Background: an optimization exercise with open tools, aiming at a short achievable clock period and few clock cycles. Do not read the settings as production practice.
Function was checked by simulation only, so behaviour that the tests miss may differ from the original.
Power figures rest on the tool's default switching activity, not on a simulated workload.

[design/flow/run.sh]
#!/bin/bash
# synth_recipe.tcl (not shown) runs the flow's synth.tcl, then flattens the netlist and writes it again
# the make line also repeats each setting of config.mk as NAME=value (left out here)
make -C /OpenROAD-flow-scripts/flow DESIGN_CONFIG=/design/flow/config.mk WORK_HOME=/design/flow/orfs CLKGATE_MAP_FILE= SYNTH_SCRIPT=/design/flow/synth_recipe.tcl finish
[design/flow/config.mk]
export PLATFORM = sky130hd
export DESIGN_NAME = black_bean
export DESIGN_NICKNAME = black_bean
export VERILOG_FILES = /design/flow/design.v
export SDC_FILE = /design/flow/constraint.sdc
export NUM_CORES = 4
export LEC_CHECK = 0
export ABC_CLOCK_PERIOD_IN_PS = 1500
export CAP_MARGIN = 20
export CORE_MARGIN = 2
export CORE_UTILIZATION = 40
export SETUP_SLACK_MARGIN = 4
export SLEW_MARGIN = 20
export TNS_END_PERCENT = 100
[design/flow/constraint.sdc]
create_clock -name core_clock -period 5.5 [get_ports {clk}]
set_input_delay 1.1000 -clock core_clock [delete_from_list [all_inputs] [get_ports {clk}]]
set_output_delay 1.1000 -clock core_clock [all_outputs]
set_load 0.01 [all_outputs]
[design/flow/design.v]
`timescale 1ns/1ps
module black_bean(
    clk,
    rst_n,
    IO_MEM_R_DATA,
    IO_MEM_W_DATA,
    IO_MEM_ADDR,
    IO_MEM_R_EN,
    IO_MEM_W_EN
);
input clk, rst_n;
input  [7:0] IO_MEM_R_DATA;
output [7:0] IO_MEM_W_DATA;
output [7:0] IO_MEM_ADDR;
output       IO_MEM_R_EN;
output       IO_MEM_W_EN;
reg [7:0] ar, dr0, dr1, dr2, cr;
reg [7:0] ir;
reg       ir_v;      
reg [7:0] ir_pcx;    
reg       ir_sk;     
reg       ir_jc;     
reg       ir_ih;     
reg [7:0] ir_iv;
reg       ph;        
reg [7:0] ir2;
reg       ir2_v;
reg [7:0] ir2_a;     
reg [7:0] addr_q, wdata_q;
reg       wen_q;
reg       halted;
assign IO_MEM_R_EN   = 1'b1;
assign IO_MEM_ADDR   = addr_q;
assign IO_MEM_W_DATA = wdata_q;
assign IO_MEM_W_EN   = wen_q;
wire [7:0] rd = IO_MEM_R_DATA;
wire [7:0] fa = addr_q;         
reg  [8:0] sum;
reg        lt, eq, gt;
reg        alu_stale;
reg  [7:0] re;
always @(*) begin
    case (cr)
        8'h11: re = sum[7:0];
        8'h01: re = lt ? 8'h3c : eq ? 8'h3d : 8'h3e;
        8'h10: re = eq ? ar : ir_pcx;
        default: re = 8'h00;
    endcase
end
wire [7:0] ad = (cr == 8'h11) ? {7'd0, sum[8]} : 8'h00;
reg br_hold;   
always @(*) begin
    case (cr)
        8'h01: br_hold = lt;
        8'h02: br_hold = eq;
        8'h03: br_hold = gt;
        8'h04: br_hold = !lt;
        8'h05: br_hold = !eq;
        8'h06: br_hold = !gt;
        default: br_hold = 1'b1;
    endcase
end
wire [7:0] br = br_hold ? ir_pcx : ar;
localparam NIC = 8;
reg  [7:0] ic_tag [0:NIC-1];    
reg  [7:0] ic_op  [0:NIC-1];    
reg  [7:0] ic_val [0:NIC-1];
reg  [NIC-1:0] ic_v;
reg  [2:0] ic_rr;               
reg        ins_v;               
reg  [7:0] ins_tag, ins_val;
reg        hit_f, hit_2;
reg  [7:0] hv_f, hv_2;
integer ie;
always @(*) begin
    hit_f = 1'b0; hv_f = 8'h00;
    hit_2 = 1'b0; hv_2 = 8'h00;
    for (ie = 0; ie < NIC; ie = ie + 1) begin
        if (ic_v[ie] && ic_op[ie] == fa) begin
            hit_f = 1'b1;
            hv_f  = hv_f | ic_val[ie];
        end
        if (ic_v[ie] && ic_op[ie] == ir2_a) begin
            hit_2 = 1'b1;
            hv_2  = hv_2 | ic_val[ie];
        end
    end
end
wire [3:0] s = ir[7:4];
wire [3:0] t = ir[3:0];
wire s_c    = (s == 4'hc);
wire s_d    = (s == 4'hd);
wire t_c    = (t == 4'hc);
wire t_mem  = (t == 4'hc) || (t == 4'hd);
wire t_reg  = (t != 4'h0) && (t[3] == 1'b0);    
wire i_halt = (ir == 8'h00);
wire is_br  = (s == 4'h6) && (t == 4'h2);
wire stall  = alu_stale && ((s == 4'h8) || (s == 4'h9) || is_br);
wire i_load = s_d && t_reg;                      
wire i_wr   = t_mem;                             
wire i_imm  = s_c && t_reg && !ir_ih;            
wire [7:0] npc = s_c ? ir_pcx + 8'd1 : ir_pcx;   
wire [7:0] imm = ir_ih ? ir_iv : rd;
reg [7:0] v;   
always @(*) begin
    case (s)
        4'h1: v = ir;
        4'h2: v = ir_pcx;
        4'h3: v = ar;
        4'h4: v = (t == 4'h4) ? dr0 + 8'd1 : dr0;
        4'h5: v = dr1;
        4'h6: v = (t == 4'h2) ? br : cr;
        4'h7: v = dr2;
        4'h8: v = re;
        4'h9: v = ad;
        4'hc: v = imm;
        default: v = 8'h00;
    endcase
end
wire [7:0] wv = (s[3:2] == 2'b11) ? 8'h00 : v;   
wire run    = !halted && !ph && ir_v && !stall && !i_halt;
wire go_b   = run && (i_load || i_wr);           
wire go_a   = run && !(i_load || i_wr);          
wire jump   = (t == 4'h2) && !(is_br && br_hold) && !ir_jc;
wire a_jump = go_a && jump;
wire a_irx  = go_a && (t == 4'h1);
wire a_imm  = go_a && i_imm && !jump && (t != 4'h1);    
wire a_seq  = go_a && !jump && (t != 4'h1) && !i_imm &&
              !(s_c && !ir_sk);                   
wire a_skp  = go_a && !jump && (t != 4'h1) && !i_imm && (s_c && !ir_sk);
wire b_ld   = ph && !wen_q;
wire b_wr   = ph && wen_q;
wire b_jump = b_ld && (t == 4'h2);
wire b_irx  = b_ld && (t == 4'h1);
wire b_next = ph && !b_jump && !b_irx;
wire i2_ok  = ir2_v && !(b_wr && fa == ir2_a);   
wire [7:0] ir2_a1 = ir2_a + 8'd1;
wire hit_2ok = hit_2 && !(b_wr && fa == ir2_a1);
wire bubble = !halted && !ph && !ir_v;
wire fetch  = bubble || a_seq;
wire xfer   = b_next && i2_ok;
wire refetch = b_next && !i2_ok;
wire [7:0] nb  = xfer ? ir2 : rd;
wire [7:0] na  = xfer ? ir2_a : fa;
wire       nh  = xfer ? hit_2ok : hit_f;
wire [7:0] nhv = xfer ? hv_2 : hv_f;
wire n_sc  = (nb[7:4] == 4'hc);
wire n_tr  = (nb[3:0] != 4'h0) && (nb[3] == 1'b0);
wire n_sk  = n_sc && (!n_tr || nh);
wire n_jc  = n_sc && (nb[3:0] == 4'h2) && nh;
wire [7:0] na1 = xfer ? ir2_a1 : fa + 8'd1;
wire [7:0] na2 = xfer ? ir2_a + 8'd2 : fa + 8'd2;
wire [7:0] jtarget = s_c ? imm : v;
always @(posedge clk) begin
    sum <= {1'b0, dr0} + {1'b0, dr1};
    lt  <= dr0 < dr1;
    eq  <= dr0 == dr1;
    gt  <= dr0 > dr1;
    if (!rst_n) begin
        ar <= 8'h00; dr0 <= 8'h00; dr1 <= 8'h00; dr2 <= 8'h00; cr <= 8'h00;
        ir_v    <= 1'b0;
        ph      <= 1'b0;
        ir2_v   <= 1'b0;
        addr_q  <= 8'h00;
        wen_q   <= 1'b0;
        halted  <= 1'b0;
        alu_stale <= 1'b1;
        ic_v    <= {NIC{1'b0}};
        ic_rr   <= 3'd0;
        ins_v   <= 1'b0;
    end else begin
        alu_stale <= 1'b0;
        if (go_a && t_reg) begin
            if (t == 4'h3) ar  <= v;
            if (t == 4'h4) dr0 <= v;
            if (t == 4'h5) dr1 <= v;
            if (t == 4'h6) cr  <= v;
            if (t == 4'h7) dr2 <= v;
            alu_stale <= (t == 4'h4) || (t == 4'h5);
        end
        if (b_ld) begin
            if (t == 4'h3) ar  <= rd;
            if (t == 4'h4) dr0 <= rd;
            if (t == 4'h5) dr1 <= rd;
            if (t == 4'h6) cr  <= rd;
            if (t == 4'h7) dr2 <= rd;
            alu_stale <= (t == 4'h4) || (t == 4'h5);
        end
        if (run && i_halt)
            halted <= 1'b1;
        if (!halted && !ph && ir_v && !stall && i_halt)
            halted <= 1'b1;
        ins_v   <= !halted && !ph && ir_v && i_imm;
        ins_tag <= fa;
        ins_val <= rd;
        if (ins_v) begin
            ic_tag[ic_rr] <= ins_tag;
            ic_op[ic_rr]  <= ins_tag - 8'd1;
            ic_val[ic_rr] <= ins_val;
            ic_v[ic_rr]   <= 1'b1;
            ic_rr         <= ic_rr + 3'd1;
        end
        if (b_wr) begin
            for (ie = 0; ie < NIC; ie = ie + 1)
                if (ic_tag[ie] == fa) ic_val[ie] <= wdata_q;
        end
        wen_q <= go_b && i_wr;
        ph    <= go_b;
        if (go_b) begin
            ir2    <= rd;
            ir2_a  <= npc;
            ir2_v  <= !(s_c && !ir_sk);
            wdata_q <= wv;
            addr_q <= i_load ? ar : (s_c || t_c) ? ir_pcx : ar;
        end
        if (fetch || xfer) begin
            ir     <= nb;
            ir_v   <= 1'b1;
            ir_pcx <= na1;
            ir_sk  <= n_sk;
            ir_jc  <= n_jc;
            ir_ih  <= nh;
            ir_iv  <= nhv;
            addr_q <= n_jc ? nhv : n_sk ? na2 : na1;
        end
        if (a_jump || b_jump) begin
            ir_v   <= 1'b0;
            addr_q <= b_jump ? rd : jtarget;
        end
        if (a_irx || b_irx) begin
            ir     <= b_irx ? rd : (s_c ? imm : v);
            ir_v   <= 1'b1;
            ir_pcx <= npc;
            ir_sk  <= 1'b0;
            ir_jc  <= 1'b0;
            ir_ih  <= 1'b0;
            addr_q <= npc;
        end
        if (a_imm || a_skp) begin
            ir_v   <= 1'b0;
            addr_q <= npc;
        end
        if (refetch) begin
            ir_v   <= 1'b0;
            addr_q <= ir2_a;
        end
    end
end
endmodule
==> qor.yml, run 1 <==
final_layout:
  antennaDiodeCount: 0
  mostFrequentLayoutCells: "edfxtp_1 (259), buf_4 (206), xnor2_1 (153)"
  areaGrowthSynthToFinish_pct: 47.59
  layout_commonest_cell: "edfxtp_1"
  n_fill_cell: 3600
  drive_gt1_frac: 0.4155
  num-nets-final: 2189
floorplanning:
  ios: 28
  die_y_um: 223.1
  floorplan.initialDensity: 0.4038
  coreArea_um2: 47550
  die-width_um: 223.1
  num_rows: 80
  die_area_um2: 49770
synthesis:
  synth_area_um2: 19200
  synth_top_family_by_area: "simple AND/OR/NAND/NOR gates"
  yosys.area_share.xor_xnor: 0.1143
  synth_flop_cell: "edfxtp_1"
  syn_avg_cell_area_um2: 10.65
  synthAdderAreaFrac: 0.01864
  synth-edff-count: 259
  synth_seq_area_share: 0.4864
  synth_top_cell_area_share: 0.4051
  synth_seq_cells: 337
  synth_compound_area_frac: 0.1301
  yosys.area.top_type: "edfxtp_1"
  synth.lib_cells_used.distinct: 87
  syn_inst: 1802
  syn-num-nets: 1840
  synthArstFlopShare: 0
  synth.area.mux_share: 0.07462
  ys_warn_count: 1
  synth-simple-area-share: 0.1431
  synth_area_leaders: "edfxtp_1 (41%), xnor2_1 (8.2%), dfxtp_1 (8.1%)"
route:
  drc: 0
  antenna_left: 0
  vias: 17480
  vias_per_cell: 6.248
  drtPass1Iterations: 6
  drtIter0Drc: 2492
  wire_per_inst_um: 27.39
  routed_wirelength_um: 76650
grt:
  grt_use_total: 0.2903
  grt_pass1_wl_um: 108600
  grt_max_degree: 55
  antenna_found_initial: 1
  grt-ovfl-total: 0
  grt_pass1_vias: 16940
timing:
  finClkSkew_ns: 0.03231
  setup_viol: 0
  final.setup.tns_ns: 0
  finalHoldViolations: 0
  max_slew.worst_pin.slew_ns: 1.055
  period_share: 0.6138
  timing.fmax_mhz: 296.2
  finalMaxSlewViolations: 0
  slew_headroom: 0.2930
  period_needed_ns: 3.376
  rsz0062_at_grt: "true"
clocking:
  clock-sinks: 337
  cts.path.max_buffers: 3
  htreeDepth: 2
  cts-root-buf: "clkbuf_16"
  worstSkewPairLatency_ns: 0.58
  clkSlewWorstSetupHoldPaths_ns: 0.06
  cts-buffers-inserted: 40
  cts_tree: "built"
power:
  power_uw: 8307
  power.leakage_uw: 0.01029
  vdd_drop_max_uv: 271.3
  power_density_nw_per_um2: 293.1
run:
  drv_cap: 0
placed_design:
  dp_hpwl_um: 44150
  place.gp.congestion: 0.9448
  portBuffers: 26
critical_path:
  arrival_ns: 3.81
  critical_path_class: "reg -> reg"
  cp_max_fo: 5
  startpoint_type: "flop"
  required_ns: 5.94
  worstSetupEndpointType: "flop"
outcome:
  status: "finished clean"
hold_path:
  hp-class: "reg -> reg"
[flip-flops by register name (all words and copies together) (netlist names), 3 cells and up, named ones only]
register,flops
ir_pcx,8
dr2,8
ir2_a,8
ins_val,8
ir,8
ins_tag,8
ic_val,64
ar,8
addr_q,8
ir_iv,8
ic_rr,3
ic_op,64
dr1,8
wdata_q,8
ic_v,8
ic_tag,64
cr,8
sum,9
ir2,8
[metal layers]
layer  routed length [um]  global-route usage
met5                    0                   0
met4                 4463              0.1474
met3                 7855             0.04623
met2                34080              0.4500
met1                30250              0.3945
[worst paths after layout]
kind	start	slack [ns]	end	cells after the start
setup / recovery	cr[6]$_SDFF_PN0_	2.12	addr_q[6]$_SDFFE_PN0P_	9
hold reg to reg	halted$_SDFFE_PN0P_	0.50	halted$_SDFFE_PN0P_	1
hold / removal	halted$_SDFFE_PN0P_	0.50	halted$_SDFFE_PN0P_	1
setup reg to reg	cr[6]$_SDFF_PN0_	2.12	addr_q[6]$_SDFFE_PN0P_	9
[timing repair]
action	4_1_cts	5_1_grt
buffers inserted	236	86
hold buffers	0	0
setup endpoints to repair	509	483
pin swaps	113	103
gates cloned	15	12
resized for setup	419	185
[critical path, cell delays in order (launching register included)]
cell and delay (ns):
dfxtp_2 0.32, or4_4 0.58, or4_4 0.52, a21o_4 0.26, a2111oi_4 0.50, or2_2 0.24
nor3_2 0.09, a221o_1 0.38, o211ai_1 0.25, o31ai_1 0.11
[where the power goes]
part | switching [uW] | internal [uW] | leakage (uW)
registers | 171 | 2900 | 0.00302
logic | 1210 | 1100 | 0.00658
clock network | 1150 | 1770 | 0.000693
total | 2540 | 5770 | 0.0103
[per-stage QoR]
stage	instances	setup WS, ns	hold slack (ns)	area, um^2	utilization
after detailed placement	2374	1.295	0.4876	21100	0.4437
after CTS	2699	2.196	0.5015	26530	0.5580
after global placement	2373	1.250	0.4778	21090	0.4435
final	2798	2.124	0.5007	28340	0.5960
after floorplan	1802	2.021	0.4563	20570	-
after global routing	2798	2.028	0.5455	28340	0.5960
[layout make-up]
type                            instances  area, um^2  share of cell area
Clock buffer                           48        1062             0.03749
Clock inverter                         26       354.1             0.01250
Inverter                               43       182.7            0.006446
Multi-Input combinational cell       1311       11850              0.4181
Sequential cell                       337        9402              0.3318
Tap cell                              615       769.5             0.02715
Timing Repair Buffer                  418        4721              0.1666
[Yosys cell counts (6+ instances only)]
cell type    n
o31ai_1      6
o211ai_1    10
a21o_1      10
mux2_2      81
buf_1       21
or2_2       14
nor4_1      23
a221oi_1    14
nor2_1     149
dfxtp_1     78
ha_1        27
a21oi_1     84
mux2i_1     52
nand2b_1    14
clkbuf_1    80
a222oi_1     9
nor3_1      63
xor2_1      69
nand2_1     94
xnor2_1    179
o21bai_1     6
o21ai_0     51
buf_2       11
o22ai_1      6
nor2b_1     10
a211oi_1    31
and2_1      18
o21a_1       6
a32oi_1      6
a22oi_1     42
nand4_1     61
edfxtp_1   259
a31oi_1     12
and3_1      14
inv_1       42
nand3_1     39
[kinds of logic after synthesis]
group                      after synthesis
buffers and inverters                  158
DFF                                    337
AOI/OAI and AO/OA                      356
xor gates and xnor gates               249
and+or+nand+nor                        540
other                                    1
adders and majority gates               28
muxes                                  133
Testbench counts, summed over its fixed seeds: cycles 285,767.
==> run 2: changes to the inputs <==
--- a/design/flow/design.v
+++ b/design/flow/design.v
@@ -151,6 +151,23 @@
 wire [7:0] na1 = xfer ? ir2_a1 : fa + 8'd1;
 wire [7:0] na2 = xfer ? ir2_a + 8'd2 : fa + 8'd2;
 wire [7:0] jtarget = s_c ? imm : v;
+reg p_hold;
+always @(*) begin
+    case (cr)
+        8'h01: p_hold = dr0 < dr1;
+        8'h02: p_hold = dr0 == dr1;
+        8'h03: p_hold = dr0 > dr1;
+        8'h04: p_hold = !(dr0 < dr1);
+        8'h05: p_hold = dr0 != dr1;
+        8'h06: p_hold = !(dr0 > dr1);
+        default: p_hold = 1'b1;
+    endcase
+end
+wire w_cdd   = go_a && ((t == 4'h4) || (t == 4'h5) || (t == 4'h6));
+wire w_ar    = go_a && (t == 4'h3);
+wire p_known = fetch && !w_cdd;
+wire [7:0] ar_next = w_ar ? v : ar;
+wire p_take  = p_known && (rd == 8'h62) && !p_hold;
 always @(posedge clk) begin
     sum <= {1'b0, dr0} + {1'b0, dr1};
     lt  <= dr0 < dr1;
@@ -218,10 +235,10 @@
             ir_v   <= 1'b1;
             ir_pcx <= na1;
             ir_sk  <= n_sk;
-            ir_jc  <= n_jc;
+            ir_jc  <= n_jc || p_take;
             ir_ih  <= nh;
             ir_iv  <= nhv;
-            addr_q <= n_jc ? nhv : n_sk ? na2 : na1;
+            addr_q <= p_take ? ar_next : n_jc ? nhv : n_sk ? na2 : na1;
         end
         if (a_jump || b_jump) begin
             ir_v   <= 1'b0;
==> qor.yml, run 2 <==
outcome:
  status: "finished clean"
grt:
  grt_use_total: 0.3062
  grt_max_degree: 52
  grt_pass1_vias: 17560
  grt-ovfl-total: 0
  grt_pass1_wl_um: 114800
  antenna_found_initial: 0
synthesis:
  ys_warn_count: 1
  syn_avg_cell_area_um2: 10.56
  yosysMostFrequentCell: "edfxtp_1"
  synth_flop_cell: "edfxtp_1"
  synth-edff-count: 259
  yosys.area.top_type: "edfxtp_1"
  synthArstFlopShare: 0
  synth_commonest_cells: "edfxtp_1 (259), nor2_1 (175), xor2_1 (151)"
  synth_seq_cells: 337
  syn-num-nets: 1889
  syn_inst: 1852
  synth_area_um2: 19560
  synth_top_cell_area_share: 0.3977
  synth_area_leaders: "edfxtp_1 (40%), dfxtp_1 (8.0%), xor2_1 (6.8%)"
  synth_seq_area_share: 0.4775
  synth.lib_cells_used.distinct: 94
critical_path:
  required_ns: 5.98
  arrival_ns: 3.74
  cpPeakStageDelay_ns: 0.42
  path_common_cell: "buf_4"
  startpoint_type: "flop"
  cp_max_fo: 8
  critical_path_class: "reg -> reg"
  cp_cell_sequence: "buf_4, buf_4, buf_4, buf_4, and4_4, a22oi_2, nand4_1, nor4_4, o21bai_4, nand3_4, and2_4, mux2_4, a211o_1, a31oi_1"
  worstSetupEndpointType: "flop"
  cp_slowest_cell: "edfxtp_1"
floorplanning:
  ios: 28
  floorplan.initialDensity: 0.4020
  die-width_um: 225.1
  num_rows: 81
  die_y_um: 225.1
  coreArea_um2: 48650
  die_area_um2: 50680
clocking:
  cts-buffers-inserted: 39
  cts_tree: "built"
  clkSlewWorstSetupHoldPaths_ns: 0.06
  htreeDepth: 2
  worstSkewPairLatency_ns: 0.58
  clock-sinks: 337
  hold_buffers: 0
  cts-root-buf: "clkbuf_16"
  cts.path.max_buffers: 3
route:
  routed_wirelength_um: 80870
  vias_per_cell: 6.265
  drc: 0
  wire_per_inst_um: 28.00
  drtPass1Iterations: 8
  vias: 18090
  antenna_left: 0
  drtIter0Drc: 2457
power:
  p_int_uw: 5692
  vdd_drop_max_uv: 266.5
  switchingPower_uw: 2701
  power_frac_seq: 0.369
  power_density_nw_per_um2: 283.3
  clockPowerShare: 0.319
  combPwrFrac: 0.312
  power_uw: 8394
  power.leakage_uw: 0.01090
  swShare: 0.3218
timing:
  max_slew.worst_pin.slew_ns: 1.127
  period_needed_ns: 3.254
  finalHoldViolations: 0
  slew_headroom: 0.2450
  final.setup.tns_ns: 0
  hold-worst-slack_ns: 0.5131
  period_share: 0.5916
  finClkSkew_ns: 0.02415
  finalMaxSlewViolations: 0
  setup_viol: 0
  rsz0062_at_grt: "true"
  timing.fmax_mhz: 307.3
final_layout:
  reg.largest.list: "ic_op (64), ic_tag (64), ic_val (64)"
  antennaDiodeCount: 0
  final_util: 0.6090
  instances_no_fill: 2888
  drive_gt1_frac: 0.4634
  layout_commonest_cell: "edfxtp_1"
  num-nets-final: 2272
  mostFrequentLayoutCells: "edfxtp_1 (259), buf_4 (235), buf_6 (124)"
  areaGrowthSynthToFinish_pct: 51.49
  n_fill_cell: 3585
run:
  drv_cap: 0
placed_design:
  place.gp.congestion: 0.9561
  portBuffers: 26
  dp_cells: 2406
  dp_hpwl_um: 47120
hold_path:
  hp-class: "reg -> reg"
-- run 2: changes by cell type in the layout (fill, tap and decap cells not counted), moves of 16 or more --
cell / previous run / this run
nor2_4: 24 / 41
buf_4: 206 / 235
nor3_1: 30 / 13
mux2_2: 20 / 4
xor2_2: 6 / 28
xnor2_1: 153 / 82
buf_6: 105 / 124
nand4_1: 61 / 44
xor2_1: 57 / 113
-- run 2: layer usage --
metal	part of all wire	track usage
met1	0.40	0.4066
met2	0.44	0.4709
met3	0.094	0.05319
met4	0.068	0.1792
met5	0	0
-- run 2: power by group through the flow --
stage                     combinational, uW  clock (uW)  sequential, uW
after global routing                   2710        2790            3100
after global placement                 1340           0            3280
after CTS                              2350        2690            3090
after detailed placement               1350           0            3290
after floorplan                        1140           0            3050
final                                  2620        2680            3100
-- run 2: logic make-up (layout without fill, tap and decap cells) --
group / after synthesis / after routing / share of synthesized area
other cells: 1 / 1 / 0.0001917
buf+inv: 165 / 575 / 0.03998
mux: 134 / 134 / 0.07338
flops: 337 / 337 / 0.4775
xor+xnor: 252 / 252 / 0.1132
compound gates: 359 / 359 / 0.1241
simple gates: 577 / 581 / 0.1540
fa+ha+maj: 27 / 27 / 0.01766
-- run 2: repair_timing --
item                                    in CTS  in global routing
gates resized for setup                    600                169
endpoints found under the setup margin     525                485
buffers inserted                           327                 64
cloned                                      15                  4
pin swaps                                  163                115
endpoints found under the hold margin        0                  0
-- run 2: worst paths after layout --
check / end / depth (start not counted) / startpoint / slack (ns)
max: addr_q[5]$_SDFFE_PN0P_ / 14 / ir2_a[4]$_DFFE_PP_ / 2.25
min: halted$_SDFFE_PN0P_ / 1 / halted$_SDFFE_PN0P_ / 0.51
max reg2reg: addr_q[5]$_SDFFE_PN0P_ / 14 / ir2_a[4]$_DFFE_PP_ / 2.25
min reg2reg: halted$_SDFFE_PN0P_ / 1 / halted$_SDFFE_PN0P_ / 0.51
-- run 2: area by class of cell --
class / instances / area (um^2) / share of cell area
Timing Repair Buffer: 468 / 5216 / 0.1761
Clock buffer: 45 / 1020 / 0.03442
Tap cell: 622 / 778.2 / 0.02627
Sequential cell: 337 / 9428 / 0.3182
Inverter: 35 / 173.9 / 0.005870
Multi-Input combinational cell: 1354 / 12730 / 0.4298
Clock inverter: 27 / 276.5 / 0.009333
-- run 2: critical path, delay by kind of cell (launching register included) --
family | cells | cell delay, ns
buffers and inverters | 4 | 0.66
AND/OR/NAND/NOR | 5 | 1.04
AO/OA/AOI/OAI | 4 | 0.74
multiplexers | 1 | 0.30
flip-flops | 1 | 0.42
-- run 2: metrics by stage --
| step | cell area, um^2 | worst slack (ns) |
|---|---|---|
| global route | 29630 | 2.129 |
| CTS | 28160 | 2.369 |
| global placement | 21330 | 1.343 |
| finish | 29630 | 2.246 |
| floorplan | 21150 | 2.212 |
| detailed placement | 21330 | 1.384 |
Testbench counts of run 2, summed over its fixed seeds: cycles 271,563.
==> run 3: changes to the inputs <==
--- a/design/flow/design.v
+++ b/design/flow/design.v
@@ -35,35 +35,22 @@
 assign IO_MEM_W_EN   = wen_q;
 wire [7:0] rd = IO_MEM_R_DATA;
 wire [7:0] fa = addr_q;         
+wire [7:0] fa1 = fa + 8'd1;
+wire [7:0] ir2_a1 = ir2_a + 8'd1;
 reg  [8:0] sum;
 reg        lt, eq, gt;
 reg        alu_stale;
-reg  [7:0] re;
-always @(*) begin
-    case (cr)
-        8'h11: re = sum[7:0];
-        8'h01: re = lt ? 8'h3c : eq ? 8'h3d : 8'h3e;
-        8'h10: re = eq ? ar : ir_pcx;
-        default: re = 8'h00;
-    endcase
-end
-wire [7:0] ad = (cr == 8'h11) ? {7'd0, sum[8]} : 8'h00;
-reg br_hold;   
-always @(*) begin
-    case (cr)
-        8'h01: br_hold = lt;
-        8'h02: br_hold = eq;
-        8'h03: br_hold = gt;
-        8'h04: br_hold = !lt;
-        8'h05: br_hold = !eq;
-        8'h06: br_hold = !gt;
-        default: br_hold = 1'b1;
-    endcase
-end
+reg        c_add, c_cmp, c_jc, c_lt, c_eq, c_gt, c_ge, c_ne, c_le;
+wire [7:0] re = ({8{c_add}} & sum[7:0]) |
+                ({8{c_cmp}} & (lt ? 8'h3c : eq ? 8'h3d : 8'h3e)) |
+                ({8{c_jc}}  & (eq ? ar : ir_pcx));
+wire [7:0] ad = {7'd0, c_add & sum[8]};
+wire br_take = (c_lt & !lt) | (c_eq & !eq) | (c_gt & !gt) |
+               (c_ge & lt)  | (c_ne & eq)  | (c_le & gt);
+wire br_hold = !br_take;
 wire [7:0] br = br_hold ? ir_pcx : ar;
 localparam NIC = 8;
 reg  [7:0] ic_tag [0:NIC-1];    
-reg  [7:0] ic_op  [0:NIC-1];    
 reg  [7:0] ic_val [0:NIC-1];
 reg  [NIC-1:0] ic_v;
 reg  [2:0] ic_rr;               
@@ -76,11 +63,11 @@
     hit_f = 1'b0; hv_f = 8'h00;
     hit_2 = 1'b0; hv_2 = 8'h00;
     for (ie = 0; ie < NIC; ie = ie + 1) begin
-        if (ic_v[ie] && ic_op[ie] == fa) begin
+        if (ic_v[ie] && ic_tag[ie] == fa1) begin
             hit_f = 1'b1;
             hv_f  = hv_f | ic_val[ie];
         end
-        if (ic_v[ie] && ic_op[ie] == ir2_a) begin
+        if (ic_v[ie] && ic_tag[ie] == ir2_a1) begin
             hit_2 = 1'b1;
             hv_2  = hv_2 | ic_val[ie];
         end
@@ -134,7 +121,6 @@
 wire b_irx  = b_ld && (t == 4'h1);
 wire b_next = ph && !b_jump && !b_irx;
 wire i2_ok  = ir2_v && !(b_wr && fa == ir2_a);   
-wire [7:0] ir2_a1 = ir2_a + 8'd1;
 wire hit_2ok = hit_2 && !(b_wr && fa == ir2_a1);
 wire bubble = !halted && !ph && !ir_v;
 wire fetch  = bubble || a_seq;
@@ -148,24 +134,17 @@
 wire n_tr  = (nb[3:0] != 4'h0) && (nb[3] == 1'b0);
 wire n_sk  = n_sc && (!n_tr || nh);
 wire n_jc  = n_sc && (nb[3:0] == 4'h2) && nh;
-wire [7:0] na1 = xfer ? ir2_a1 : fa + 8'd1;
+wire [7:0] na1 = xfer ? ir2_a1 : fa1;
 wire [7:0] na2 = xfer ? ir2_a + 8'd2 : fa + 8'd2;
 wire [7:0] jtarget = s_c ? imm : v;
-reg p_hold;
-always @(*) begin
-    case (cr)
-        8'h01: p_hold = dr0 < dr1;
-        8'h02: p_hold = dr0 == dr1;
-        8'h03: p_hold = dr0 > dr1;
-        8'h04: p_hold = !(dr0 < dr1);
-        8'h05: p_hold = dr0 != dr1;
-        8'h06: p_hold = !(dr0 > dr1);
-        default: p_hold = 1'b1;
-    endcase
-end
-wire w_cdd   = go_a && ((t == 4'h4) || (t == 4'h5) || (t == 4'h6));
+wire cr_imm = go_a && (t == 4'h6) && s_c;
+wire cr_ld  = b_ld && (t == 4'h6);
+wire cr_reg = go_a && (t == 4'h6) && !s_c;
+wire [7:0] crn = cr_imm ? imm : cr_ld ? rd : cr;
+wire p_hold = br_hold;
+wire w_cdd   = go_a && ((t == 4'h4) || (t == 4'h5) || (t == 4'h6));   
 wire w_ar    = go_a && (t == 4'h3);
-wire p_known = fetch && !w_cdd;
+wire p_known = fetch && !w_cdd && !alu_stale;
 wire [7:0] ar_next = w_ar ? v : ar;
 wire p_take  = p_known && (rd == 8'h62) && !p_hold;
 always @(posedge clk) begin
@@ -173,6 +152,15 @@
     lt  <= dr0 < dr1;
     eq  <= dr0 == dr1;
     gt  <= dr0 > dr1;
+    c_add <= crn == 8'h11;
+    c_cmp <= crn == 8'h01;
+    c_jc  <= crn == 8'h10;
+    c_lt  <= crn == 8'h01;
+    c_eq  <= crn == 8'h02;
+    c_gt  <= crn == 8'h03;
+    c_ge  <= crn == 8'h04;
+    c_ne  <= crn == 8'h05;
+    c_le  <= crn == 8'h06;
     if (!rst_n) begin
         ar <= 8'h00; dr0 <= 8'h00; dr1 <= 8'h00; dr2 <= 8'h00; cr <= 8'h00;
         ir_v    <= 1'b0;
@@ -193,7 +181,7 @@
             if (t == 4'h5) dr1 <= v;
             if (t == 4'h6) cr  <= v;
             if (t == 4'h7) dr2 <= v;
-            alu_stale <= (t == 4'h4) || (t == 4'h5);
+            alu_stale <= (t == 4'h4) || (t == 4'h5) || cr_reg;
         end
         if (b_ld) begin
             if (t == 4'h3) ar  <= rd;
@@ -212,7 +200,6 @@
         ins_val <= rd;
         if (ins_v) begin
             ic_tag[ic_rr] <= ins_tag;
-            ic_op[ic_rr]  <= ins_tag - 8'd1;
             ic_val[ic_rr] <= ins_val;
             ic_v[ic_rr]   <= 1'b1;
             ic_rr         <= ic_rr + 3'd1;
==> qor.yml, run 3 <==
synthesis:
  syn_avg_cell_area_um2: 9.878
  synth_area_um2: 18450
  synth_commonest_cells: "edfxtp_1 (195), nor2_1 (169), nand2_1 (147)"
  ys_warn_count: 1
  synth_seq_cells: 281
  synth_area_leaders: "edfxtp_1 (32%), dfxtp_1 (9.3%), xnor2_1 (5.7%)"
  synth_seq_area_share: 0.4106
  synth_flop_cell: "edfxtp_1"
  syn_inst: 1868
  synth-edff-count: 195
  yosys.area.top_type: "edfxtp_1"
  synth.lib_cells_used.distinct: 102
  synth_top_cell_area_share: 0.3173
  syn-num-nets: 1904
  yosysMostFrequentCell: "edfxtp_1"
  synthArstFlopShare: 0
clocking:
  cts_tree: "built"
  clkSlewWorstSetupHoldPaths_ns: 0.07
  clock-sinks: 281
  cts-root-buf: "clkbuf_16"
  cts.path.max_buffers: 3
  hold_buffers: 0
  worstSkewPairLatency_ns: 0.58
  htreeDepth: 2
  cts-buffers-inserted: 34
timing:
  finalMaxSlewViolations: 0
  setup_viol: 0
  period_needed_ns: 3.497
  period_share: 0.6358
  slew_headroom: 0.2771
  finalHoldViolations: 0
  final.setup.tns_ns: 0
  timing.fmax_mhz: 286.0
  hold-worst-slack_ns: 0.5271
  finClkSkew_ns: 0.04263
  max_slew.worst_pin.slew_ns: 1.079
  rsz0062_at_grt: "true"
route:
  drc: 0
  drtIter0Drc: 2444
  antenna_left: 0
  drtPass1Iterations: 6
  vias: 18070
  wire_per_inst_um: 28.41
  routed_wirelength_um: 81140
  vias_per_cell: 6.327
floorplanning:
  coreArea_um2: 45480
  num_rows: 78
  die-width_um: 218.8
  floorplan.initialDensity: 0.4057
  ios: 28
  die_y_um: 218.8
  die_area_um2: 47870
hold_path:
  hp-class: "reg -> reg"
placed_design:
  place.gp.congestion: 0.9869
  portBuffers: 26
  dp_hpwl_um: 50610
final_layout:
  mostFrequentLayoutCells: "buf_4 (233), edfxtp_1 (195), buf_6 (132)"
  layout_commonest_cell: "buf_4"
  drive_gt1_frac: 0.4319
  reg.largest.list: "ic_tag (64), ic_val (64), sum (9)"
  areaGrowthSynthToFinish_pct: 46.54
  num-nets-final: 2265
power:
  swShare: 0.3197
  power_density_nw_per_um2: 240.4
  clockPowerShare: 0.357
  power_frac_seq: 0.385
  p_int_uw: 4423
  switchingPower_uw: 2078
  combPwrFrac: 0.258
  vdd_drop_max_uv: 258.0
  power.leakage_uw: 0.009914
grt:
  antenna_found_initial: 1
  grt_pass1_vias: 17470
  grt_max_degree: 47
  grt_use_total: 0.3316
  grt_pass1_wl_um: 117100
  grt-ovfl-total: 0
critical_path:
  arrival_ns: 3.99
  required_ns: 6.00
  critical_path_class: "reg -> reg"
  worstSetupEndpointType: "flop"
  cp_max_fo: 7
  startpoint_type: "flop"
outcome:
  status: "finished clean"
run:
  drv_cap: 0
[run 3: cell types whose count changed in the layout (fill, tap and decap cells not counted), moves of 17 or more]
cell      before  now
dfxtp_1       47   65
xor2_2        28   11
xnor2_1       82  100
edfxtp_1     259  195
nand2_1       76  123
buf_12        67   33
xor2_1       113   88
mux2_4        68    5
o21ai_1        7   26
mux2_2         4   77
[run 3: worst max-delay path, cell delays in order (launching register included)]
cell       delay, ns
dfxtp_4         0.43
ha_4            0.24
and4_4          0.28
and2_4          0.19
xnor2_4         0.17
buf_4           0.18
xnor2_2         0.12
nor4_4          0.06
or4_4           0.53
nor4_4          0.39
nor3_4          0.13
a31oi_1         0.31
o2111ai_1       0.20
o22ai_2         0.17
[run 3: timing repair]
action,4_1_cts,5_1_grt
endpoints found under the setup margin,411,382
pin swaps,159,104
buffers inserted,286,75
cloned,16,1
gates resized for setup,523,135
[run 3: final cells by class]
cell class                      instances  area, um^2
Antenna cell                            1       2.502
Clock buffer                           41       887.1
Clock inverter                         21       237.7
Fill cell                            3728       18440
Inverter                               35       156.4
Multi-Input combinational cell       1438       12880
Sequential cell                       281        7636
Tap cell                              600       750.7
Timing Repair Buffer                  439        4489
[run 3: final timing paths]
path                           from  cells past startpoint                      to  slack [ns]
min reg2reg     halted$_SDFFE_PN0P_                      2     halted$_SDFFE_PN0P_        0.53
max reg2reg  addr_q[1]$_SDFFE_PN0P_                     13  addr_q[0]$_SDFFE_PN0P_        2.00
max          addr_q[1]$_SDFFE_PN0P_                     13  addr_q[0]$_SDFFE_PN0P_        2.00
min             halted$_SDFFE_PN0P_                      2     halted$_SDFFE_PN0P_        0.53
[run 3: routing by layer]
metal	vias to the layer above	global-route usage	wire length, um
met5	-	0	0
met4	0	0.1755	5032
met3	328	0.06112	8225
met2	1219	0.5130	35870
li1	7707	-	-
met1	8816	0.4415	32010
[run 3: power by group through the flow]
stage / Combinational, uW / Sequential [uW] / Clock [uW]
after floorplan: 761 / 2460 / 0
after CTS: 1470 / 2490 / 2350
after detailed placement: 932 / 2600 / 0
final: 1680 / 2500 / 2320
after global placement: 931 / 2590 / 0
after global routing: 1730 / 2500 / 2420
[run 3: kinds of logic (layout without fill, tap and decap cells)]
logic type	after synthesis	after routing	share of synthesized area
simple gates	606	614	0.1721
compound gates	415	416	0.1532
flops	281	281	0.4106
xor+xnor	237	237	0.1250
buf+inv	158	536	0.03648
mux	143	143	0.08381
fa+ha+maj	27	27	0.01858
other cells	1	2	0.0002032
[run 3: metrics by stage]
stage,setup WS [ns],util,instance area (um^2),std cells,total power (uW)
5_1_grt,1.875,0.5946,27040,2856,6658
6_report,2.003,0.5946,27040,2856,6501
4_1_cts,2.133,0.5681,25840,2779,6312
3_5_place_dp,1.202,0.4424,20120,2415,3528
3_3_place_gp,1.154,0.4424,20120,2415,3524
2_1_floorplan,2.320,-,19810,1868,3218
Testbench counts of run 3, summed over its fixed seeds: cycles 272,325.
==> run 4: changes to the inputs <==
--- a/design/flow/design.v
+++ b/design/flow/design.v
@@ -36,6 +36,7 @@
 wire [7:0] rd = IO_MEM_R_DATA;
 wire [7:0] fa = addr_q;         
 wire [7:0] fa1 = fa + 8'd1;
+wire [7:0] fa_m1 = fa - 8'd1;
 wire [7:0] ir2_a1 = ir2_a + 8'd1;
 reg  [8:0] sum;
 reg        lt, eq, gt;
@@ -50,12 +51,12 @@
 wire br_hold = !br_take;
 wire [7:0] br = br_hold ? ir_pcx : ar;
 localparam NIC = 8;
-reg  [7:0] ic_tag [0:NIC-1];    
+reg  [7:0] ic_op  [0:NIC-1];    
 reg  [7:0] ic_val [0:NIC-1];
 reg  [NIC-1:0] ic_v;
 reg  [2:0] ic_rr;               
 reg        ins_v;               
-reg  [7:0] ins_tag, ins_val;
+reg  [7:0] ins_op, ins_val;
 reg        hit_f, hit_2;
 reg  [7:0] hv_f, hv_2;
 integer ie;
@@ -63,11 +64,11 @@
     hit_f = 1'b0; hv_f = 8'h00;
     hit_2 = 1'b0; hv_2 = 8'h00;
     for (ie = 0; ie < NIC; ie = ie + 1) begin
-        if (ic_v[ie] && ic_tag[ie] == fa1) begin
+        if (ic_v[ie] && ic_op[ie] == fa) begin
             hit_f = 1'b1;
             hv_f  = hv_f | ic_val[ie];
         end
-        if (ic_v[ie] && ic_tag[ie] == ir2_a1) begin
+        if (ic_v[ie] && ic_op[ie] == ir2_a) begin
             hit_2 = 1'b1;
             hv_2  = hv_2 | ic_val[ie];
         end
@@ -196,17 +197,17 @@
         if (!halted && !ph && ir_v && !stall && i_halt)
             halted <= 1'b1;
         ins_v   <= !halted && !ph && ir_v && i_imm;
-        ins_tag <= fa;
+        ins_op  <= fa - 8'd1;
         ins_val <= rd;
         if (ins_v) begin
-            ic_tag[ic_rr] <= ins_tag;
+            ic_op[ic_rr]  <= ins_op;
             ic_val[ic_rr] <= ins_val;
             ic_v[ic_rr]   <= 1'b1;
             ic_rr         <= ic_rr + 3'd1;
         end
         if (b_wr) begin
             for (ie = 0; ie < NIC; ie = ie + 1)
-                if (ic_tag[ie] == fa) ic_val[ie] <= wdata_q;
+                if (ic_op[ie] == fa_m1) ic_val[ie] <= wdata_q;
         end
         wen_q <= go_b && i_wr;
         ph    <= go_b;
==> qor.yml, run 4 <==
timing:
  rsz0062_at_grt: "true"
  slew_headroom: 0.3509
  period_share: 0.5908
  finalMaxSlewViolations: 0
  timing.fmax_mhz: 307.7
  finClkSkew_ns: 0.01627
  hold-worst-slack_ns: 0.5385
  period_needed_ns: 3.250
  setup_viol: 0
  finalHoldViolations: 0
  final.setup.worst_slack_ns: 2.250
  max_slew.worst_pin.slew_ns: 0.9736
  final.setup.tns_ns: 0
critical_path:
  required_ns: 5.93
  cp_slowest_cell: "edfxtp_1"
  startpoint_type: "flop"
  worstSetupEndpointType: "flop"
  critical_path_class: "reg -> reg"
  cp_max_fo: 5
  critPathBufInv: 2
  cpPeakStageDelay_ns: 0.53
  crit_family: "simple AND/OR/NAND/NOR gates"
  cp_cell_sequence: "nor4bb_4, buf_4, a2bb2oi_4, o21ai_4, or3_4, nor4_4, buf_6, mux2_4, o211a_1, o31a_1, a211oi_2, nor2_1"
  arrival_ns: 3.68
placed_design:
  dp_hpwl_um: 42510
  dp_cells: 2264
  dp_slack_ns: 1.442
  place.gp.congestion: 1.037
  portBuffers: 26
synthesis:
  yosysMostFrequentCell: "edfxtp_1"
  syn_inst: 1734
  synth_seq_cells: 281
  synth_area_leaders: "edfxtp_1 (33%), dfxtp_1 (9.8%), xnor2_1 (6.6%)"
  syn-num-nets: 1771
  synthArstFlopShare: 0
  synth-edff-count: 195
  synth.lib_cells_used.distinct: 95
  synth_seq_area_share: 0.4297
  synth_flop_cell: "edfxtp_1"
  synth_top_cell_area_share: 0.3321
  synth_area_um2: 17630
  syn_avg_cell_area_um2: 10.17
  synth_commonest_cells: "edfxtp_1 (195), nor2_1 (162), xnor2_1 (133)"
  ys_warn_count: 1
  yosys.area.top_type: "edfxtp_1"
power:
  clockPowerShare: 0.276
  swShare: 0.3455
  power_density_nw_per_um2: 319.3
  vdd_drop_max_uv: 328.4
  combPwrFrac: 0.403
  p_int_uw: 5528
  power_frac_seq: 0.321
  switchingPower_uw: 2919
  power.leakage_uw: 0.009922
clocking:
  worstSkewPairLatency_ns: 0.55
  cts-root-buf: "clkbuf_16"
  clock-sinks: 281
  cts_tree: "built"
  htreeDepth: 2
  clkSlewWorstSetupHoldPaths_ns: 0.06
  cts.path.max_buffers: 3
  cts-buffers-inserted: 34
floorplanning:
  die_y_um: 214.0
  num_rows: 76
  coreArea_um2: 43270
  floorplan.initialDensity: 0.4075
  die-width_um: 214.0
  ios: 28
  die_area_um2: 45770
route:
  antenna_left: 0
  vias: 17480
  drtIter0Drc: 2446
  drtPass1Iterations: 7
  vias_per_cell: 6.404
  wire_per_inst_um: 28.23
  routed_wirelength_um: 77060
  drc: 0
final_layout:
  final_util: 0.6115
  areaGrowthSynthToFinish_pct: 50.05
  reg.largest.list: "ic_op (64), ic_val (64), sum (9)"
  mostFrequentLayoutCells: "buf_4 (246), edfxtp_1 (195), nor2_1 (128)"
  num-nets-final: 2155
  instances_no_fill: 2730
  drive_gt1_frac: 0.4573
  layout_commonest_cell: "buf_4"
grt:
  grt_pass1_wl_um: 106300
  grt_use_total: 0.3069
  antenna_found_initial: 2
  grt_pass1_vias: 16550
  grt_max_degree: 50
  grt-ovfl-total: 0
hold_path:
  hp-class: "reg -> reg"
run:
  drv_cap: 0
outcome:
  status: "finished clean"
run 4: cell count changes in the layout (fill, tap and decap cells not counted), sizes merged, moves of 14 or more:
cell	previous run	this run
a211oi	29	15
a21oi	91	70
a22o	11	34
buf	423	447
nand2	147	94
nand3	57	38
o21ai	91	60
run 4: cells by family (layout without fill, tap and decap cells):
family | count (synthesis) | after routing | share of synthesized area
flops | 281 | 281 | 0.4297
compound gates | 358 | 358 | 0.1436
other cells | 1 | 3 | 0.0002127
simple gates | 522 | 530 | 0.1570
fa+ha+maj | 27 | 27 | 0.01959
buf+inv | 160 | 561 | 0.04123
xor+xnor | 242 | 242 | 0.1215
mux | 143 | 143 | 0.08721
run 4: cell type report:
cell class	instances	area (um^2)
Clock buffer	47	984.7
Clock inverter	14	152.6
Inverter	41	186.4
Fill cell	3259	16810
Antenna cell	2	5.005
Timing Repair Buffer	459	4711
Tap cell	585	732.0
Sequential cell	281	7650
Multi-Input combinational cell	1301	12040
run 4: stage by stage:
stage / area (um^2) / total power [uW]
after floorplan: 18770 / 3970
after global placement: 19060 / 4482
after detailed placement: 19060 / 4502
after CTS: 24170 / 7737
after global routing: 26450 / 8641
final: 26460 / 8447
run 4: repair_timing:
item                                    CTS  global route
pin swaps                                90           124
hold buffers                              0             0
endpoints found under the setup margin  409           390
setup buffers                           261           128
resized for setup                       409           258
gates cloned                             10             4
run 4: path summary, 6_finish.rpt:
kind / startpoint / endpoint / slack (ns) / depth (start not counted)
min: ic_v[3]$_SDFFE_PN0P_ / ic_v[3]$_SDFFE_PN0P_ / 0.54 / 2
min reg2reg: ic_v[3]$_SDFFE_PN0P_ / ic_v[3]$_SDFFE_PN0P_ / 0.54 / 2
max reg2reg: ir[6]$_DFFE_PP_ / addr_q[1]$_SDFFE_PN0P_ / 2.25 / 12
max: ir[6]$_DFFE_PP_ / addr_q[1]$_SDFFE_PN0P_ / 2.25 / 12
run 4: worst reg2reg max path, cell delays in order (launching register included):
cell and delay (ns):
edfxtp_1 0.53, nor4bb_4 0.23, buf_4 0.16, a2bb2oi_4 0.16, o21ai_4 0.08, or3_4 0.44
nor4_4 0.39, buf_6 0.21, mux2_4 0.32, o211a_1 0.22, o31a_1 0.11, a211oi_2 0.21
nor2_1 0.07
run 4: power groups by stage:
stage	Combinational, uW	Sequential [uW]	Clock, uW
after floorplan	1380	2590	0
after global placement	1640	2840	0
after detailed placement	1660	2840	0
after CTS	2700	2700	2340
after global routing	3510	2710	2420
final	3410	2710	2330
run 4: per-layer routing:
layer | track usage | wire length (um)
met1 | 0.3759 | 27770
met3 | 0.07100 | 8611
met4 | 0.2007 | 6284
met5 | 0 | 0
met2 | 0.4855 | 34400
Testbench counts of run 4, summed over its fixed seeds: cycles 272,325.
==> run 5: changes to the inputs <==
--- a/design/flow/design.v
+++ b/design/flow/design.v
@@ -26,6 +26,8 @@
 reg [7:0] ir2;
 reg       ir2_v;
 reg [7:0] ir2_a;     
+reg       ir2_h;     
+reg [7:0] ir2_hv;
 reg [7:0] addr_q, wdata_q;
 reg       wen_q;
 reg       halted;
@@ -50,6 +52,7 @@
                (c_ge & lt)  | (c_ne & eq)  | (c_le & gt);
 wire br_hold = !br_take;
 wire [7:0] br = br_hold ? ir_pcx : ar;
+wire [7:0] npc = (ir[7:4] == 4'hc) ? ir_pcx + 8'd1 : ir_pcx;
 localparam NIC = 8;
 reg  [7:0] ic_op  [0:NIC-1];    
 reg  [7:0] ic_val [0:NIC-1];
@@ -68,7 +71,7 @@
             hit_f = 1'b1;
             hv_f  = hv_f | ic_val[ie];
         end
-        if (ic_v[ie] && ic_op[ie] == ir2_a) begin
+        if (ic_v[ie] && ic_op[ie] == npc) begin
             hit_2 = 1'b1;
             hv_2  = hv_2 | ic_val[ie];
         end
@@ -87,7 +90,6 @@
 wire i_load = s_d && t_reg;                      
 wire i_wr   = t_mem;                             
 wire i_imm  = s_c && t_reg && !ir_ih;            
-wire [7:0] npc = s_c ? ir_pcx + 8'd1 : ir_pcx;   
 wire [7:0] imm = ir_ih ? ir_iv : rd;
 reg [7:0] v;   
 always @(*) begin
@@ -122,7 +124,7 @@
 wire b_irx  = b_ld && (t == 4'h1);
 wire b_next = ph && !b_jump && !b_irx;
 wire i2_ok  = ir2_v && !(b_wr && fa == ir2_a);   
-wire hit_2ok = hit_2 && !(b_wr && fa == ir2_a1);
+wire hit_2ok = ir2_h && !(b_wr && fa == ir2_a1);
 wire bubble = !halted && !ph && !ir_v;
 wire fetch  = bubble || a_seq;
 wire xfer   = b_next && i2_ok;
@@ -130,7 +132,7 @@
 wire [7:0] nb  = xfer ? ir2 : rd;
 wire [7:0] na  = xfer ? ir2_a : fa;
 wire       nh  = xfer ? hit_2ok : hit_f;
-wire [7:0] nhv = xfer ? hv_2 : hv_f;
+wire [7:0] nhv = xfer ? ir2_hv : hv_f;
 wire n_sc  = (nb[7:4] == 4'hc);
 wire n_tr  = (nb[3:0] != 4'h0) && (nb[3] == 1'b0);
 wire n_sk  = n_sc && (!n_tr || nh);
@@ -215,6 +217,8 @@
             ir2    <= rd;
             ir2_a  <= npc;
             ir2_v  <= !(s_c && !ir_sk);
+            ir2_h  <= hit_2;
+            ir2_hv <= hv_2;
             wdata_q <= wv;
             addr_q <= i_load ? ar : (s_c || t_c) ? ir_pcx : ar;
         end
==> qor.yml, run 5 <==
power:
  power_density_nw_per_um2: 308.7
  vdd_drop_max_uv: 306.5
  power_uw: 8670
  power.leakage_uw: 0.01054
synthesis:
  synth.lib_cells_used.distinct: 96
  synth_top_cell_area_share: 0.3406
  synth-edff-count: 204
  synth_flop_cell: "edfxtp_1"
  synth_commonest_cells: "edfxtp_1 (204), nor2_1 (188), xnor2_1 (147)"
  syn-num-nets: 1784
  synth_seq_cells: 290
  syn_inst: 1746
  synth_area_leaders: "edfxtp_1 (34%), dfxtp_1 (9.6%), xnor2_1 (7.2%)"
  synth_area_um2: 17980
  synth_seq_area_share: 0.4364
  ys_warn_count: 1
  yosys.area.top_type: "edfxtp_1"
  yosysMostFrequentCell: "edfxtp_1"
  synthArstFlopShare: 0
  syn_avg_cell_area_um2: 10.30
clocking:
  worstSkewPairLatency_ns: 0.58
  cts-buffers-inserted: 35
  cts.path.max_buffers: 3
  clkSlewWorstSetupHoldPaths_ns: 0.07
  cts-root-buf: "clkbuf_16"
  hold_buffers: 0
  cts_tree: "built"
  clock-sinks: 290
  htreeDepth: 2
floorplanning:
  floorplan.initialDensity: 0.4058
  num_rows: 77
  coreArea_um2: 44320
  die_y_um: 216.0
  die-width_um: 216.0
  die_area_um2: 46670
  ios: 28
timing:
  setup_viol: 0
  finalHoldViolations: 0
  period_share: 0.5880
  rsz0062_at_grt: "true"
  finClkSkew_ns: 0.02032
  timing.fmax_mhz: 309.2
  finalMaxSlewViolations: 0
  period_needed_ns: 3.234
  max_slew.worst_pin.slew_ns: 1.065
  slew_headroom: 0.2869
  final.setup.tns_ns: 0
final_layout:
  final_util: 0.6337
  layout_commonest_cell: "buf_4"
  areaGrowthSynthToFinish_pct: 56.15
  reg.largest.list: "ic_op (64), ic_val (64), sum (9)"
  drive_gt1_frac: 0.4886
  instances_no_fill: 2821
  mostFrequentLayoutCells: "buf_4 (251), edfxtp_1 (204), buf_6 (155)"
  num-nets-final: 2241
  antennaDiodeCount: 0
placed_design:
  portBuffers: 26
  dp_hpwl_um: 46530
  place.gp.congestion: 1.022
  dp_cells: 2293
grt:
  grt_pass1_vias: 17390
  grt_pass1_wl_um: 114800
  grt_use_total: 0.3303
  antenna_found_initial: 2
  grt-ovfl-total: 0
  grt_max_degree: 54
route:
  vias_per_cell: 6.410
  drtIter0Drc: 2740
  wire_per_inst_um: 28.83
  antenna_left: 0
  drc: 0
  drtPass1Iterations: 8
  routed_wirelength_um: 81320
  vias: 18080
critical_path:
  cp_max_fo: 6
  critical_path_class: "reg -> reg"
  required_ns: 5.97
  crit_start: "ir[3]$_DFFE_PP_"
  startpoint_type: "flop"
  worstSetupEndpointType: "flop"
  arrival_ns: 3.70
  timing.rr.start: "ir[3]$_DFFE_PP_"
hold_path:
  min_from: "cr[3]$_SDFF_PN0_"
  hp-class: "reg -> reg"
outcome:
  status: "finished clean"
run:
  drv_cap: 0
run 5: cell count changes after synthesis, moves of 10 or more:
cell and delta:
a22o_1 -16, and3_1 -10, xor2_1 -14, inv_1 +11, mux2i_1 -13, buf_4 -10
a22oi_1 +12, nor2_1 +26, a211oi_1 +11, xnor2_1 +14
run 5: layer usage:
| metal | share of wire | global-route usage | up-vias |
|---|---|---|---|
| li1 | - | - | 7445 |
| met1 | 0.37 | 0.4200 | 8718 |
| met2 | 0.44 | 0.5234 | 1462 |
| met3 | 0.12 | 0.08330 | 459 |
| met4 | 0.074 | 0.1639 | 0 |
| met5 | 0 | 0 | - |
run 5: stage by stage:
stage               setup WS, ns  area (um^2)  hold slack [ns]
floorplan                  2.634        19420           0.4440
finish                     2.266        28080           0.5273
CTS                        2.494        26300           0.5098
detailed placement        0.9984        19820           0.5014
global route               2.233        28080           0.5384
global placement          0.9435        19820           0.5006
run 5: critical path: stages, from the launching register on:
cell	delay, ns
edfxtp_1	0.46
buf_6	0.16
buf_6	0.11
or4b_4	0.51
a211o_1	0.34
a41oi_4	0.40
buf_4	0.19
nor4_4	0.05
o211a_1	0.17
a211oi_2	0.26
o221ai_1	0.17
a31oi_1	0.29
run 5: final timing paths:
kind              slack (ns)                      to  depth (start not counted)
setup / recovery        2.27  addr_q[5]$_SDFFE_PN0P_                         11
hold / removal          0.53        cr[3]$_SDFF_PN0_                          2
setup reg to reg        2.27  addr_q[5]$_SDFFE_PN0P_                         11
hold reg to reg         0.53        cr[3]$_SDFF_PN0_                          2
run 5: cell type report:
class	instances	area [um^2]
Tap cell	592	740.7
Clock inverter	16	176.4
Inverter	54	237.7
Timing Repair Buffer	520	5607
Clock buffer	47	992.2
Multi-Input combinational cell	1302	12410
Sequential cell	290	7914
Fill cell	3245	16240
run 5: cells by family (layout without fill, tap and decap cells):
| family | Yosys count | count (layout) | synth area share |
|---|---|---|---|
| DFF | 290 | 290 | 0.4364 |
| buffers and inverters | 158 | 637 | 0.03792 |
| and+or+nand+nor | 519 | 523 | 0.1520 |
| other | 1 | 1 | 0.0002085 |
| muxes | 138 | 138 | 0.08391 |
| adders and majority gates | 28 | 28 | 0.01990 |
| xor gates and xnor gates | 247 | 247 | 0.1252 |
| AOI/OAI and AO/OA | 365 | 365 | 0.1445 |
run 5: where the power goes:
group	total [uW]	switching, uW	internal (uW)
Sequential	2760	222	2530
Combinational	3510	1790	1720
Clock	2400	1030	1380
Total	8670	3040	5630
run 5: repair_timing:
action | CTS | global route
endpoints found under the setup margin | 435 | 400
resized for setup | 548 | 212
cloned | 15 | 4
pin swaps | 173 | 137
setup buffers | 343 | 103
Testbench counts of run 5, summed over its fixed seeds: cycles 272,325.

separate check: timing with driven ports:
How much do the figures lean on ideal ports? The routed layouts below were timed once more, with nothing changed but the port constraints. Step 1 (the two cells are an assumption about what drives the block):
set clk [get_ports {clk}]
set_driving_cell -lib_cell sky130_fd_sc_hd__clkbuf_16 $clk
set_driving_cell -lib_cell sky130_fd_sc_hd__buf_2 [delete_from_list [all_inputs] $clk]
Step 2 adds t to the input delays and takes it off the output delays; t is the mean of the earliest and latest rising clock arrival at the registers after step 1. Input paths then give back, and output paths get back, about the clock's delay inside the block. Three values: ideal, step 1, step 2; two values: the first two.
| run | shift t [ns] | setup WS [ns] | cell pins on the clock port's net |
|---|---|---|---|
| run 1 | 0.622 | 2.124 / 2.124 / 1.561 | 1 |
| run 2 | 0.623 | 2.246 / 2.246 / 1.856 | 1 |
| run 3 | 0.625 | 2.003 / 2.003 / 1.557 | 1 |
| run 4 | 0.603 | 2.250 / 2.250 / 1.878 | 1 |
| run 5 | 0.627 | 2.266 / 2.266 / 1.963 | 1 |
After both steps setup and hold are still met in every run listed. For run 1, which loses most, drivers alone change the setup slack by 0.000 ns; drivers and shift together by -0.563 ns.
